Source: an optimization exercise on an open RTL-to-GDS flow (aim: small area and a short achievable clock period). Production flows keep margins and buffers that such runs may drop. Power and IR drop assume default switching activity.

==> module fpadder, before the edit <==
module fpadder( input [15:0] A_59, input [15:0] B_59, input clk_59, input rst_59, output reg [15:0] C_59);
function [1:0] cmp_gt;   
  input [14:0] a, b;
  reg [15:0] G, E;
  integer i, k;
  begin
    G = {1'b0, a & ~b};
    E = {1'b1, ~((a & ~b) | (~a & b))};
    for (k = 1; k < 16; k = k * 2)
      for (i = 0; i + k < 16; i = i + 2 * k) begin
        G[i] = G[i + k] | (E[i + k] & G[i]);
        E[i] = E[i + k] & E[i];
      end
    cmp_gt = {G[0], E[0]};
  end
endfunction
wire [1:0] c15 = cmp_gt(A_59[14:0], B_59[14:0]);
wire [1:0] c5  = cmp_gt({10'd0, A_59[14:10]}, {10'd0, B_59[14:10]});
wire       zero = ~|{A_59, B_59};
wire [4:0] dab = A_59[14:10] - B_59[14:10];
wire [4:0] dba = B_59[14:10] - A_59[14:10];
wire [4:0] d   = c5[1] ? dab : dba;
reg        agb1, sa1, sb1;
reg [4:0]  e1;
reg [9:0]  fa1, fb1;
reg [3:0]  sh1;
always @(posedge clk_59) begin
  agb1 <= c15[1];
  sa1  <= A_59[15];
  sb1  <= B_59[15];
  e1   <= c5[1] ? A_59[14:10] : B_59[14:10];
  fa1  <= A_59[9:0];
  fb1  <= B_59[9:0];
  sh1  <= d[3:0] | {4{d[4] | zero}};
end
wire [9:0]  fs  = agb1 ? fb1 : fa1;
wire        sub = sa1 ^ sb1;
wire [10:0] y   = ({1'b1, fs} >> sh1) ^ {11{sub}};
reg        s2, sub2;
reg [4:0]  e2;
reg [9:0]  fg2;
reg [10:0] y2;
always @(posedge clk_59) begin
  s2   <= agb1 ? sa1 : sb1;
  sub2 <= sub;
  e2   <= e1;
  fg2  <= agb1 ? fa1 : fb1;
  y2   <= y;
end
wire [11:0] S = {2'b01, fg2} + {sub2, y2} + {11'd0, sub2};
reg [3:0] m;
always @(*) begin
  casez (S[11:1])
    11'b1??????????: m = 4'd0;
    11'b01?????????: m = 4'd1;
    11'b001????????: m = 4'd2;
    11'b0001???????: m = 4'd3;
    11'b00001??????: m = 4'd4;
    11'b000001?????: m = 4'd5;
    11'b0000001????: m = 4'd6;
    11'b00000001???: m = 4'd7;
    11'b000000001??: m = 4'd8;
    11'b0000000001?: m = 4'd9;
    11'b00000000001: m = 4'd10;
    default:         m = 4'd1;
  endcase
end
reg        s3;
reg [4:0]  e3;
reg [11:0] S3;
reg [3:0]  m3;
always @(posedge clk_59) begin
  s3 <= s2; e3 <= e2; S3 <= S; m3 <= m;
end
wire [11:0] sl = S3 << m3;
always @(posedge clk_59) begin
  C_59[15]    <= s3;
  C_59[14:10] <= e3 + 5'd1 - {1'b0, m3};
  C_59[9:0]   <= sl[10:1];
end
endmodule
clock: 3.8 ns
lec_check: 0
abc_area: 1
cap_margin: 20
core_margin: 2
core_utilization: 40
setup_slack_margin: 1.9
slew_margin: 20
standard.sh (not shown) runs the stock make flow with config.mk's settings and CLKGATE_MAP_FILE= SYNTH_SCRIPT=/design/flow/synth_recipe.tcl, a recipe that flattens the netlist after the stock synthesis.
==> flow/flow/run.sh <==
#!/bin/bash
# Standard layout, but ports buffered with plain buffers instead of delay cells,
# and adders left to ABC instead of being extracted into full/half-adder cells.
set -euo pipefail
export BUFFER_PORTS_ARGS="-buffer_cell sky130_fd_sc_hd__buf_2"
export ADDER_MAP_FILE=
bash standard.sh > standard_flow.log 2>&1
Edit:
--- a/flow/design.v
+++ b/flow/design.v
@@ -1,4 +1,4 @@
-module fpadder( input [15:0] A_59, input [15:0] B_59, input clk_59, input rst_59, output reg [15:0] C_59);
+module fpadder( input [15:0] A_59, input [15:0] B_59, input clk_59, input rst_59, output [15:0] C_59);
 function [1:0] cmp_gt;   
   input [14:0] a, b;
   reg [15:0] G, E;
@@ -48,34 +48,38 @@
   y2   <= y;
 end
 wire [11:0] S = {2'b01, fg2} + {sub2, y2} + {11'd0, sub2};
-reg [3:0] m;
-always @(*) begin
-  casez (S[11:1])
-    11'b1??????????: m = 4'd0;
-    11'b01?????????: m = 4'd1;
-    11'b001????????: m = 4'd2;
-    11'b0001???????: m = 4'd3;
-    11'b00001??????: m = 4'd4;
-    11'b000001?????: m = 4'd5;
-    11'b0000001????: m = 4'd6;
-    11'b00000001???: m = 4'd7;
-    11'b000000001??: m = 4'd8;
-    11'b0000000001?: m = 4'd9;
-    11'b00000000001: m = 4'd10;
-    default:         m = 4'd1;
-  endcase
-end
 reg        s3;
 reg [4:0]  e3;
 reg [11:0] S3;
-reg [3:0]  m3;
 always @(posedge clk_59) begin
-  s3 <= s2; e3 <= e2; S3 <= S; m3 <= m;
+  s3 <= s2; e3 <= e2; S3 <= S;
 end
-wire [11:0] sl = S3 << m3;
+reg [3:0] m3;
+always @(*) begin
+  casez (S3[11:1])
+    11'b1??????????: m3 = 4'd0;
+    11'b01?????????: m3 = 4'd1;
+    11'b001????????: m3 = 4'd2;
+    11'b0001???????: m3 = 4'd3;
+    11'b00001??????: m3 = 4'd4;
+    11'b000001?????: m3 = 4'd5;
+    11'b0000001????: m3 = 4'd6;
+    11'b00000001???: m3 = 4'd7;
+    11'b000000001??: m3 = 4'd8;
+    11'b0000000001?: m3 = 4'd9;
+    11'b00000000001: m3 = 4'd10;
+    default:         m3 = 4'd1;
+  endcase
+end
+wire [11:0] sl = S3 << {m3[3:1], 1'b0};
+reg        s4, m4;
+reg [4:0]  e4;
+reg [10:0] t4;
 always @(posedge clk_59) begin
-  C_59[15]    <= s3;
-  C_59[14:10] <= e3 + 5'd1 - {1'b0, m3};
-  C_59[9:0]   <= sl[10:1];
+  s4 <= s3;
+  e4 <= e3 + 5'd1 - {1'b0, m3};
+  m4 <= m3[0];
+  t4 <= sl[10:0];
 end
+assign C_59 = {s4, e4, m4 ? t4[9:0] : t4[10:1]};
 endmodule
Result: The new run ran to the end with no violations; wire length falls by a little under a tenth; worst hold slack barely changes; combinational power falls by roughly a tenth; sequential power hardly moves; count of clock-buffer cells in the layout rises by 1; worst setup slack loses 0.11 ns; power falls by a few percent; cell count falls by a few percent.
Function was not checked in any run of this note: the RTL went through the layout flow alone.

afterwards: timing with drivers on the ports:
The results above use ideal ports. As a check the final layouts listed here were re-extracted and re-timed, cells and wires unchanged. Step 1 (the two cells are an assumption about what drives the block):
set clk [get_ports {clk_59}]
set_driving_cell -lib_cell sky130_fd_sc_hd__clkbuf_16 $clk
set_driving_cell -lib_cell sky130_fd_sc_hd__buf_2 [delete_from_list [all_inputs] $clk]
Step 2 also shifts input and output timing later by t, the mid clock arrival at the registers, as if the neighbouring blocks saw the same clock. a / b / c = ideal / step 1 / step 2; a / b = the first two.
| run | shift t [ns] | setup WS [ns] | worst setup path at the end | worst data-port slew with drivers (ns) | pins driven straight from the clock port |
|---|---|---|---|---|---|
| the first run | 0.370 | 1.978 / 1.978 / 1.663 | input to register | 0.03 | 1 |
| the second run | 0.363 | 1.868 / 1.833 / 1.726 | input to register | 0.03 | 1 |
After both steps every run listed still meets setup and hold. For the first run, which loses most, drivers alone change the setup slack by 0.000 ns; drivers and shift together by -0.315 ns.
